Source: an optimization exercise on an open RTL-to-GDS flow (aim: small area). Production flows keep margins and buffers that such runs may drop. Function was checked by simulation only, so behaviour that the tests miss may differ from the original. Power figures rest on the tool's default switching activity, not on a simulated workload.

==> flow/design.v <==
module update_flash (
	input	wire				sys_clk,
	input	wire				sys_rst_n,
	output	wire				flash_cs_n_o,
	output	reg				flash_sck_o,
	output	wire				flash_mosi_o,
	input	wire				flash_miso_i,
	input	wire				flash_erase_en_i,
	input	wire	[23:0]			flash_prog_size_i,
	output	wire				flash_erase_busy_o,
	input	wire				flash_wr_en_i,
	output	wire				flash_wr_ready_o,
	output	wire				flash_writing_o,
	input	wire	[7:0]			flash_wr_data_i,
	output	wire				flash_wr_req_o,
	input	wire				flash_wr_done_i
);
	parameter		BASEADDR	= 24'h0;
	reg				st_e;		 
	reg				st_w;		 
	reg	[23:0]			prog_byte;
	reg				erase_64k;
	reg	[15:0]			tad;		 
	reg				tz;		 
	reg	[2:0]			dph;
	reg				op;		 
	reg				erase_done;
	reg	[3:0]			c4;
	reg	[8:0]			bc;		 
	reg				sbusy;		 
	reg	[7:0]			sh;		 
	reg	[7:0]			wdat;
	wire		d_idle	= ( dph == 3'd0 );
	wire		d_wait	= dph[0];
	wire		d_act	= !dph[0] && ( dph != 3'd0 );
	wire		c4_0	= ( c4 == 4'd0 );
	wire		c4_1	= ( c4 == 4'd1 );
	wire		c4_2	= ( c4 == 4'd2 );
	wire		ph4	= ( dph == 3'd4 );
	wire		ph6	= ( dph == 3'd6 );
	wire		wr_en	= flash_wr_en_i && st_w && d_idle;
	wire		req	= d_idle && ( erase_64k || wr_en );
	wire		more	= ph4 ? ( op ? ( bc < 9'd4 ) : ( bc < 9'd260 ) ) : ( ph6 && sbusy );
	wire		w_end	= d_wait && ( c4 == ( dph == 3'd7 ? 4'd5 : 4'd7 ) );
	wire		w_start	= w_end && ( dph != 3'd7 );
	wire		a_start	= d_act && c4_0 && more;
	wire		a_end	= d_act && c4_0 && !more;
	wire		start	= w_start || a_start;
	wire		adv	= req || w_end || a_end;
	wire		data_byte = ph4 && !op && ( bc >= 9'd4 ) && ( bc <= 9'd259 );
	wire	[15:0]		tm1	= tad - 16'd1;
	wire	[15:0]		dad	= { tm1[15:8], op ? 8'h00 : tm1[7:0] };
	wire	[23:0]		faddr	= BASEADDR + { dad, 8'h00 };
	reg	[7:0]			ld;
	always @* begin
		if ( dph == 3'd2 )
			ld = 8'h06;
		else if ( ph6 )
			ld = 8'h05;
		else case ( bc )
			9'd1:	ld = op ? 8'hD8 : 8'h02;
			9'd2:	ld = faddr[23:16];
			9'd3:	ld = faddr[15:8];
			9'd4:	ld = faddr[7:0];
			default: ld = wdat;
		endcase
	end
	wire		load	= d_act && c4_1 && ( !ph6 || bc == 9'd1 );
always @ ( posedge sys_clk or negedge sys_rst_n ) begin
	if ( !sys_rst_n ) begin
		dph <= 3'd0;
		op <= 1'b0;
		erase_done <= 1'b0;
		c4 <= 4'd6;
		bc <= 9'd0;
		sbusy <= 1'b1;
		sh <= 8'hFF;
		flash_sck_o <= 1'b1;
		wdat <= 8'h0;
	end else begin
		if ( adv )
			dph <= dph + 3'd1;
		if ( d_idle )
			op <= erase_64k;
		erase_done <= d_idle && op;
		if ( start )
			c4 <= 4'd1;
		else if ( d_idle )
			c4 <= 4'd6;
		else
			c4 <= c4 + 4'd1;
		if ( d_wait || d_idle )
			bc <= { 8'd0, start };
		else if ( start && !( ph6 && bc[1:0] == 2'd3 ) )
			bc <= bc + 9'd1;
		if ( !ph6 )
			sbusy <= 1'b1;
		else if ( c4_1 && bc[1:0] == 2'd3 )
			sbusy <= flash_miso_i;
		if ( load )
			sh <= ld;
		else if ( c4[0] )
			sh <= { sh[6:0], 1'b1 };
		flash_sck_o <= d_act && !c4[0];
		if ( data_byte && c4_2 )
			wdat <= flash_wr_data_i;
	end
end
	assign	flash_mosi_o	= sh[7];
	assign	flash_cs_n_o	= !( d_act || ( d_wait && c4_1 ) );
	assign	flash_wr_req_o	= data_byte && c4_1;
	wire		pz	= ( prog_byte == 24'd0 );
	wire		ge	= tz ? pz : ( { tad[15:8], 16'h0000 } >= prog_byte );
	wire		to_write = st_e && ge && erase_done;
	wire	[15:0]	gad	= tz ? 16'h0000 : tad;
	wire	[15:0]	tinc	= { gad[15:8], gad[7:0] | { 8{ erase_64k } } } + 16'd1;
	assign	flash_erase_busy_o	= st_e;
	assign	flash_writing_o		= st_w;
	assign	flash_wr_ready_o	= st_w && d_idle;
always @ ( posedge sys_clk or negedge sys_rst_n ) begin
	if ( !sys_rst_n ) begin
		st_e <= 1'b0;
		st_w <= 1'b0;
		prog_byte <= 24'd0;
		erase_64k <= 1'b0;
		tad <= 16'd0;
		tz <= 1'b1;
	end else begin
		if ( !st_e && !st_w ) begin
			st_e <= flash_erase_en_i;
		end else if ( st_e ) begin
			if ( to_write ) begin
				st_e <= 1'b0;
				st_w <= 1'b1;
			end
		end else begin
			if ( pz || flash_wr_done_i )
				st_w <= 1'b0;
		end
		if ( !st_e && !st_w )
			prog_byte <= flash_prog_size_i;
		else if ( st_w && flash_wr_req_o )
			prog_byte <= prog_byte - 24'd1;
		erase_64k <= st_e && !ge;
		if ( req ) begin
			tad <= tinc;
			tz <= 1'b0;
		end else if ( ( !st_e && !st_w ) || to_write ) begin
			tz <= 1'b1;
		end
	end
end
endmodule
==> flow/run.sh <==
#!/bin/bash
# synth_recipe.tcl (not shown) runs the flow's synth.tcl, then flattens the netlist and writes it again
# the make line also repeats each setting of config.mk as NAME=value (left out here)
make -C /OpenROAD-flow-scripts/flow DESIGN_CONFIG=/design/flow/config.mk WORK_HOME=/design/flow/orfs CLKGATE_MAP_FILE= SYNTH_SCRIPT=/design/flow/synth_recipe.tcl finish
==> flow/config.mk <==
export PLATFORM = sky130hd
export DESIGN_NAME = update_flash
export DESIGN_NICKNAME = update_flash
export VERILOG_FILES = /design/flow/design.v
export SDC_FILE = /design/flow/constraint.sdc
export NUM_CORES = 4
export LEC_CHECK = 0
export CAP_MARGIN = 20
export CORE_MARGIN = 2
export CORE_UTILIZATION = 40
export SLEW_MARGIN = 20
==> flow/constraint.sdc <==
create_clock -name core_clock -period 10.0 [get_ports {sys_clk}]
set_input_delay 2.0000 -clock core_clock [delete_from_list [all_inputs] [get_ports {sys_clk}]]
set_output_delay 2.0000 -clock core_clock [all_outputs]
set_load 0.01 [all_outputs]
==> impl_results.md <==
* Core area at 13700 µm²
* Fill cells at about 1300
* Mapped Cells at about 630
* FF+latch area at 2020 µm²
* CTS Sinks at 80
* Clock Path Buffers at 2
* Initial DRC Count at ~340
* Crit path kind: register to primary output
* Via count at 4911
* Gates resized, CTS repair at 0
* Synth top area share at a little under a third
* CP endpoint kind: primary output
* Hold buffers post-CTS at 0
* Crit Path Max Fanout at 17
* Final nets at slightly above 700
* Multi-input logic area at 3230 µm²
* Fin crit share at approximately 50%
* Gr usage total at 20.0%
* DP HPWL at around 10000 µm
* Seq/Total Area, Yosys at 36.2%
* Required @ worst endpoint at approximately 8000 ps
* I/O pin total at 45
* Peak supply drop at 59.3 µV
* Max-slew violation count at 0
* Grt ovf at 0
* Clock skew at approximately 7.5 ps
* CTS Root Cell: clkbuf_16
* CP startpoint kind: register
* Post-CTS Setup Bufs at 0
* Largest cells by area after synthesis: dfrtp_1 30%, dfstp_2 6.1%, ha_1 5.2%, a21oi_1 4.0%, nand2_1 3.8%
* Layout cells sized above 1 at around 10%
* Number of global-route vias before repair at between 4000 and 5000
* Post-synth net total at about 690
* Final Hold Slack at about 510 ps
* Inserted Diodes at 0
* RD Place Congestion at about 0.87
* Largest net degree at the start of global routing at 81
* First-pass GRT wire length at around 24000 µm
* Worst-Skew Late Latency at ~350 ps
* Least-Margin Pin Slew at about 1100 ps
* CTS Buf Count at 9
* Worst-path clk slew at about 60 ps
* Crit path time final at ~5000 ps
* First-pass DRT Iterations at 5
* Die area at roughly 15000 µm²
* Max Clock Freq at ~200 MHz
* DRC viols at 0
* Hold Crit Class: register to register
* Warnings from Yosys at 1
* Asr flop ratio synth at 100%
* Post-synth top area cell: dfrtp_1
* Max_cap viols at 0
* CTS H-Tree Depth at 3
* Chip width at 122 µm
* Final hold violation count at 0
* DR WL/cell at roughly 17 µm
* Via density at 5.89
* Final Util at around 46%
* CTS tree: built
* Final setup viols at 0
* Status: finished clean
* Ys flop type: dfrtp_1
* # rows at 43
* Setup TNS at 0 ps
* Mapped cell area at about 5600 µm²
* Power Total at 700 µW
* Syn Area/Cell at ~8.9 µm²
* Post-DP Area at about 6000 µm²
* Total wire length at 14500 µm
* Die height at approximately 120 µm
* Slew Limit Headroom at a little over a quarter
* LEAKAGE at 2.57 nW
* Power density cells at 110 nW/µm²
* Area grow syn2layout at 13.7%
* CP arrival at between 2000 and 3000 ps
* Synth Register Bits at 80
* Final ANT Viol Nets at 0
* Initial core utilization at between 40% and 50%
* Port Buffers at 44
* Unrepaired setup endpoints after global routing: no
* Initial antenna violation count at 0
* EDFF count, synth at 0
* Number of distinct library cells after synthesis at 86
* Post-layout instance area at around 6300 µm²
==> synth_stat cells, drive strengths merged, types with 5 or more instances <==
cell type and n:
dfrtp 67, nand2 56, a21oi 45, nor2 43
o21ai 40, inv 29, ha 23, nand3 23
xnor2 22, clkbuf 21, nor4 18, or3 16
nor3 14, dfstp 13, mux2 13, buf 12
a2111oi 11, a211oi 11, a31oi 10, and3 9
a21o 8, or4 8, mux2i 7, nor2b 7
nand4 6, and2 5, nand2b 5, o21a 5
==> logic make-up (layout without fill, tap and decap cells) <==
logic type / after synthesis / count (layout) / share of synthesized area, %
xor gates and xnor gates: 26 / 26 / 4.09
and+or+nand+nor: 233 / 233 / 22.6
adders and majority gates: 23 / 23 / 5.17
DFF: 80 / 80 / 36.2
buffers and inverters: 63 / 91 / 5.86
AOI/OAI and AO/OA: 181 / 181 / 22.1
muxes: 20 / 20 / 3.89
==> placed cells by master (no fill, tap or decap), drive strengths merged, types with 11 or more instances in the layout <==
cell,count
or3,16
a211oi,11
nor3,14
nand2,56
ha,23
inv,29
o21ai,40
mux2,13
dfrtp,67
a21oi,45
dfstp,13
a2111oi,11
clkdlybuf4s50,43
nand3,23
clkbuf,13
xnor2,22
nor2,43
nor4,18
==> metrics by stage <==
stage               setup slack, ps  instances
global placement               5460        818
CTS                            5030        834
detailed placement             5420        818
finish                         5010        834
global route                   4810        834
floorplan                      6270        626
==> metal layers <==
| metal | up-vias | global-route usage [%] | part of all wire [%] |
|---|---|---|---|
| met4 | 0 | 6.75 | 1.5 |
| met5 | - | 0 | 0 |
| li1 | 2370 | - | - |
| met1 | 2435 | 26.8 | 48 |
| met3 | 14 | 2.48 | 3.0 |
| met2 | 92 | 33.6 | 48 |
==> path summary, 6_finish.rpt <==
kind                            from              to  slack (ps)  cells past startpoint
max in group asynchronous  sys_rst_n         wdat[3]        7810                      1
min in group asynchronous  sys_rst_n          tad[3]        1690                      1
max                           dph[0]  flash_wr_req_o        5010                      6
min                          wdat[0]         wdat[0]         510                      1
max reg2reg                    c4[0]   prog_byte[19]        6690                      6
min reg2reg                  wdat[0]         wdat[0]         510                      1
==> flip-flops by register name, summed over array words and instances, names as in the netlist, 3 cells and up <==
register and flops:
bc 9, c4 4, dph 3, prog_byte 24, sh 8, tad 16
wdat 8
==> worst max-delay path, stage by stage (launching register included) <==
cell             delay (ps)
dfrtp_1                 460
inv_1                   150
ha_1                    290
nand2_1                  80
a2111o_1                630
a21oi_1                 420
clkdlybuf4s50_1         620
==> where the power goes <==
| part | internal, mW | leakage, nW | total (mW) | switching (mW) |
|---|---|---|---|---|
| Sequential | 0.328 | 0.945 | 0.331 | 0.00273 |
| Clock | 0.206 | 0.150 | 0.340 | 0.134 |
| Combinational | 0.0168 | 1.47 | 0.0289 | 0.0120 |
| Total | 0.551 | 2.57 | 0.700 | 0.148 |
==> final cells by class <==
type | instances | share of cell area, %
Multi-Input combinational cell | 483 | 51.0
Sequential cell | 80 | 31.9
Timing Repair Buffer | 45 | 7.09
Clock buffer | 13 | 4.11
Tap cell | 180 | 3.55
Inverter | 30 | 1.78
Clock inverter | 3 | 0.632

## separate check: timing with driven ports
Ports are ideal in the flow. The routed layout listed here was re-timed in OpenROAD.
Step 1 (the two cells are an assumption about what drives the block):
set clk [get_ports {sys_clk}]
set_driving_cell -lib_cell sky130_fd_sc_hd__clkbuf_16 $clk
set_driving_cell -lib_cell sky130_fd_sc_hd__buf_2 [delete_from_list [all_inputs] $clk]
Step 2 adds t to the input delays and takes it off the output delays; t is the mean of the earliest and latest rising clock arrival at the registers after step 1. Input paths then give back, and output paths get back, about the clock's delay inside the block.
Three values: ideal, step 1, step 2; two values: the first two.
shift t [ns]: 0.381
slack for setup (ns): 5.007 / 4.970 / 5.351
hold WS [ns]: 0.506 / 0.506 / 0.506
latest minus earliest clock arrival (ns): 0.007 / 0.007
pins driven straight from the clock port: 1
After both steps setup and hold are still met in this run. The setup slack of this run moves by -0.037 ns with the drivers and by +0.344 ns with both steps.
